What follows belongs to an exercise in optimizing a design on an open flow for small area and a short achievable clock period; a production flow would make more cautious choices. Power figures rest on the tool's default switching activity, not on a simulated workload.

==> trial 90: inputs <==
Design timing, start of the top module:
module timing (
    input clk,
    input [7:0] a,
    input [7:0] b,
    output [31:0] c
  );
==> flow/config.mk <==
export PLATFORM = sky130hd
export DESIGN_NAME = timing
export DESIGN_NICKNAME = timing
export VERILOG_FILES = /design/flow/design.v
export SDC_FILE = /design/flow/constraint.sdc
export NUM_CORES = 4
export LEC_CHECK = 0
export CAP_MARGIN = 20
export CORE_MARGIN = 2
export CORE_UTILIZATION = 40
export SETUP_SLACK_MARGIN = 5
export SLEW_MARGIN = 20
export SYNTH_HIERARCHICAL = 1
export TNS_END_PERCENT = 0
==> flow/constraint.sdc <==
create_clock -name core_clock -period 8.5 [get_ports {clk}]
set_input_delay 1.7000 -clock core_clock [delete_from_list [all_inputs] [get_ports {clk}]]
set_output_delay 1.7000 -clock core_clock [all_outputs]
set_load 0.01 [all_outputs]
run.sh (not shown) runs the stock make flow with config.mk's settings and CLKGATE_MAP_FILE= SYNTH_SCRIPT=/design/flow/synth_recipe.tcl, a recipe that flattens the netlist after the stock synthesis.
==> build 1 (differences from trial 90) <==
--- a/flow/design.v
+++ b/flow/design.v
@@ -1315,17 +1315,17 @@
   assign tb_n_ys__n289 = y[6];
   assign tb_n_ys__n448 = y[11];
   assign tb_n_ys__n396 = y[1];
   assign tb_n_ys__n383 = y[2];
   assign tb_n_ys__n251 = y[7];
   reg [11:0] x_q, y_q;
   reg a0_q, b0_q;
-  reg [15:0] lo_q, lo2_q;
+  reg [11:0] lo_q, lo2_q;
   reg cy_q;
-  reg [15:0] hs_q, hc_q, hi_q;
+  reg [19:0] hs_q, hc_q, hi_q;
   wire p1, p2, p3, p4, p5, p6, p7, p8, p9, p10, p11, p12, p13, p14, p15, p16, p17, p18, p19, p20, p21, p22, p23, p24, p25, p26, p27, p28, p29, p30, p31, p32, p33, p34, p35, p36, p37, p38, p39, p40, p41, p42, p43, p44, p45, p46, p47, p48, p49, p50, p51, p52, p53, p54, p55, p56, p57, p58, p59, p60, p61, p62, p63, p64, p65, p66, p67, p68, p69, p70, p71, p72, p73, p74, p75, p76, p77, p78, p79, p80, p81, p82, p83, p84, p85, p86, p87, p88, p89, p90, p91, p92, p93, p94, p95, p96, p97, p98, p99, p100, p101, p102, p103, p104, p105, p106, p107, p108, p109, p110, p111, p112, p113, p114, p115, p116, p117, p118, p119, p120, p121, p122, p123, p124, p125, p126, p127, p128, p129, p130, p131, p132, p133, p134, p135, p136, p137, p138, p139, p140, p141, p142, p143, p144, p145, p146, p147, p148, p149, p150, p151, p152, p153, p154, p155, p156, p157, p158, p159, p160, p161, p162, p163, p164, p165, p166, p167, p168, p169, s170, k171, s172, k173, s174, k175, s176, k177, s178, k179, s180, k181, s182, k183, s184, k185, s186, k187, s188, k189, s190, k191, s192, k193, s194, k195, s196, k197, s198, k199, s200, k201, s202, k203, s204, k205, s206, k207, s208, k209, s210, k211, s212, k213, s214, k215, s216, k217, s218, k219, s220, k221, s222, k223, s224, k225, s226, k227, s228, k229, s230, k231, s232, k233, s234, k235, s236, k237, s238, k239, s240, k241, s242, k243, s244, k245, s246, k247, s248, k249, s250, k251, s252, k253, s254, k255, s256, k257, s258, k259, s260, k261, s262, k263, s264, k265, s266, k267, s268, k269, s270, k271, s272, k273, s274, k275, s276, k277, s278, k279, s280, k281, s282, k283, s284, k285, s286, k287, s288, k289, s290, k291, s292, k293, s294, k295, s296, k297, s298, k299, s300, k301, s302, k303, s304, k305, s306, k307, s308, k309, s310, k311, s312, k313, s314, k315, s316, k317, s318, k319, s320, k321, s322, k323, s324, k325, s326, k327, s328, k329, s330, k331, s332, k333, s334, k335, s336, k337, s338, k339, s340, k341, s342, k343, s344, k345, s346, k347, s348, k349, s350, k351, s352, k353, s354, k355, s356, k357, s358, k359, s360, k361, s362, k363, s364, k365, s366, k367, s368, k369, s370, k371, s372, k373, s374, k375, s376, k377, s378, k379, s380, k381, s382, k383, s384, k385, s386, k387, s388, k389, s390, k391, s392, k393, s394, k395, s396, k397, s398, k399, s400, k401, s402, k403, s404, k405, s406, k407, s408, k409, s410, k411, s412, k413, s414, k415, s416, k417, s418, k419, s420, k421;
   assign p1 = ~(x_q[0] & y_q[0]);
   assign p2 = ~(x_q[0] & y_q[1]);
   assign p3 = ~(x_q[0] & y_q[2]);
   assign p4 = ~(x_q[0] & y_q[3]);
   assign p5 = ~(x_q[0] & y_q[4]);
   assign p6 = ~(x_q[0] & y_q[5]);
@@ -1614,28 +1614,28 @@
   fa_cell us408 (.a(k319), .b(k365), .c(s366), .s(s408), .co(k409));
   fa_cell us410 (.a(k323), .b(s368), .c(k367), .s(s410), .co(k411));
   fa_cell us412 (.a(k327), .b(s370), .c(k369), .s(s412), .co(k413));
   fa_cell us414 (.a(k331), .b(s372), .c(k371), .s(s414), .co(k415));
   fa_cell us416 (.a(k335), .b(s374), .c(k373), .s(s416), .co(k417));
   fa_cell us418 (.a(k337), .b(s376), .c(k375), .s(s418), .co(k419));
   fa_cell us420 (.a(p132), .b(p143), .c(k377), .s(s420), .co(k421));
-  wire [15:0] s_lo = {s392, s390, s388, s386, s384, s382, s380, p154, p151, p149, p147, p145, 1'b0, 1'b0, 1'b0, p169};
-  wire [15:0] c_lo = {k391, k389, k387, k385, k383, k381, k379, s378, p152, p150, p148, p146, 1'b0, 1'b0, 1'b0, 1'b0};
-  wire [15:0] s_hi = {1'b0, p144, s420, s418, s416, s414, s412, s410, s408, s406, s404, s402, s400, s398, s396, s394};
-  wire [15:0] c_hi = {1'b0, k421, k419, k417, k415, k413, k411, k409, k407, k405, k403, k401, k399, k397, k395, k393};
-  wire [16:0] lo_sum = (s_lo ^ 16'hfff1) + (c_lo ^ 16'hfff0);
-  wire [15:0] hi_sum = (hs_q ^ 16'h7fff) + (hc_q ^ 16'h7fff) + cy_q;
+  wire [11:0] s_lo = {s384, s382, s380, p154, p151, p149, p147, p145, 1'b0, 1'b0, 1'b0, p169};
+  wire [11:0] c_lo = {k383, k381, k379, s378, p152, p150, p148, p146, 1'b0, 1'b0, 1'b0, 1'b0};
+  wire [19:0] s_hi = {1'b0, p144, s420, s418, s416, s414, s412, s410, s408, s406, s404, s402, s400, s398, s396, s394, s392, s390, s388, s386};
+  wire [19:0] c_hi = {1'b0, k421, k419, k417, k415, k413, k411, k409, k407, k405, k403, k401, k399, k397, k395, k393, k391, k389, k387, k385};
+  wire [12:0] lo_sum = (s_lo ^ 12'hff1) + (c_lo ^ 12'hff0);
+  wire [19:0] hi_sum = (hs_q ^ 20'h7ffff) + (hc_q ^ 20'h7ffff) + cy_q;
   assign c = {hi_q, lo2_q};
   always @(posedge clk) begin
     x_q <= x;
     y_q <= y;
     a0_q <= a[0];
     b0_q <= b[0];
-    lo_q <= lo_sum[15:0];
-    cy_q <= lo_sum[16];
+    lo_q <= lo_sum[11:0];
+    cy_q <= lo_sum[12];
     hs_q <= s_hi;
     hc_q <= c_hi;
     lo2_q <= lo_q;
     hi_q <= hi_sum;
   end
 endmodule
 module fa_cell (input a, input b, input c, output s, output co);
- CTS_BUF_LIST: default -> sky130_fd_sc_hd__clkbuf_4 sky130_fd_sc_hd__clkbuf_8
- TNS_END_PERCENT: 0 -> default
==> summary of the runs <==
In die area, trial 90 and build 1 hardly differ. Between build 1 and trial 90, the lower clock skew is in trial 90 (gap 2.8 ps). Of trial 90 and build 1, trial 90 has the higher sequential share of layout area (gap 0.16 points). Against trial 90, the fmax of build 1 is larger by 1.4%. In trial 90 the via count is lower than in build 1, by about 1.3%. Of build 1 and trial 90, trial 90 has the higher total power (gap about 6.6%, measured against trial 90). Worst setup slack: trial 90 is lower than build 1 (49 ps).
No functional check of the RTL was part of any run of this note.

port drivers added, routing unchanged:
The flow's constraints put no driver on any port. The routed layouts listed below were extracted and timed again, unchanged, in two steps. Step 1, drivers: a clkbuf_16 drives clk and a buf_2 each remaining input, both assumed. Step 2, shift: input delay + t, output delay - t, t = (earliest + latest rising clock arrival at the registers) / 2. This alone moves slack from input paths to output paths. a / b / c = ideal / step 1 / step 2; a / b = the first two.
run	shift t [ns]	setup slack, ns	worst setup path after step 2	slew at the worst register clock pin (ns)	cell pins on the clock port's net
trial 90	0.399	4.837 / 4.864 / 4.465	input to register	0.07 / 0.07	1
build 1	0.416	4.887 / 4.899 / 4.483	input to register	0.11 / 0.11	1
After both steps setup and hold are still met in every run listed. The setup slack of build 1, which loses most, moves by +0.012 ns with the drivers and by -0.404 ns with both steps.
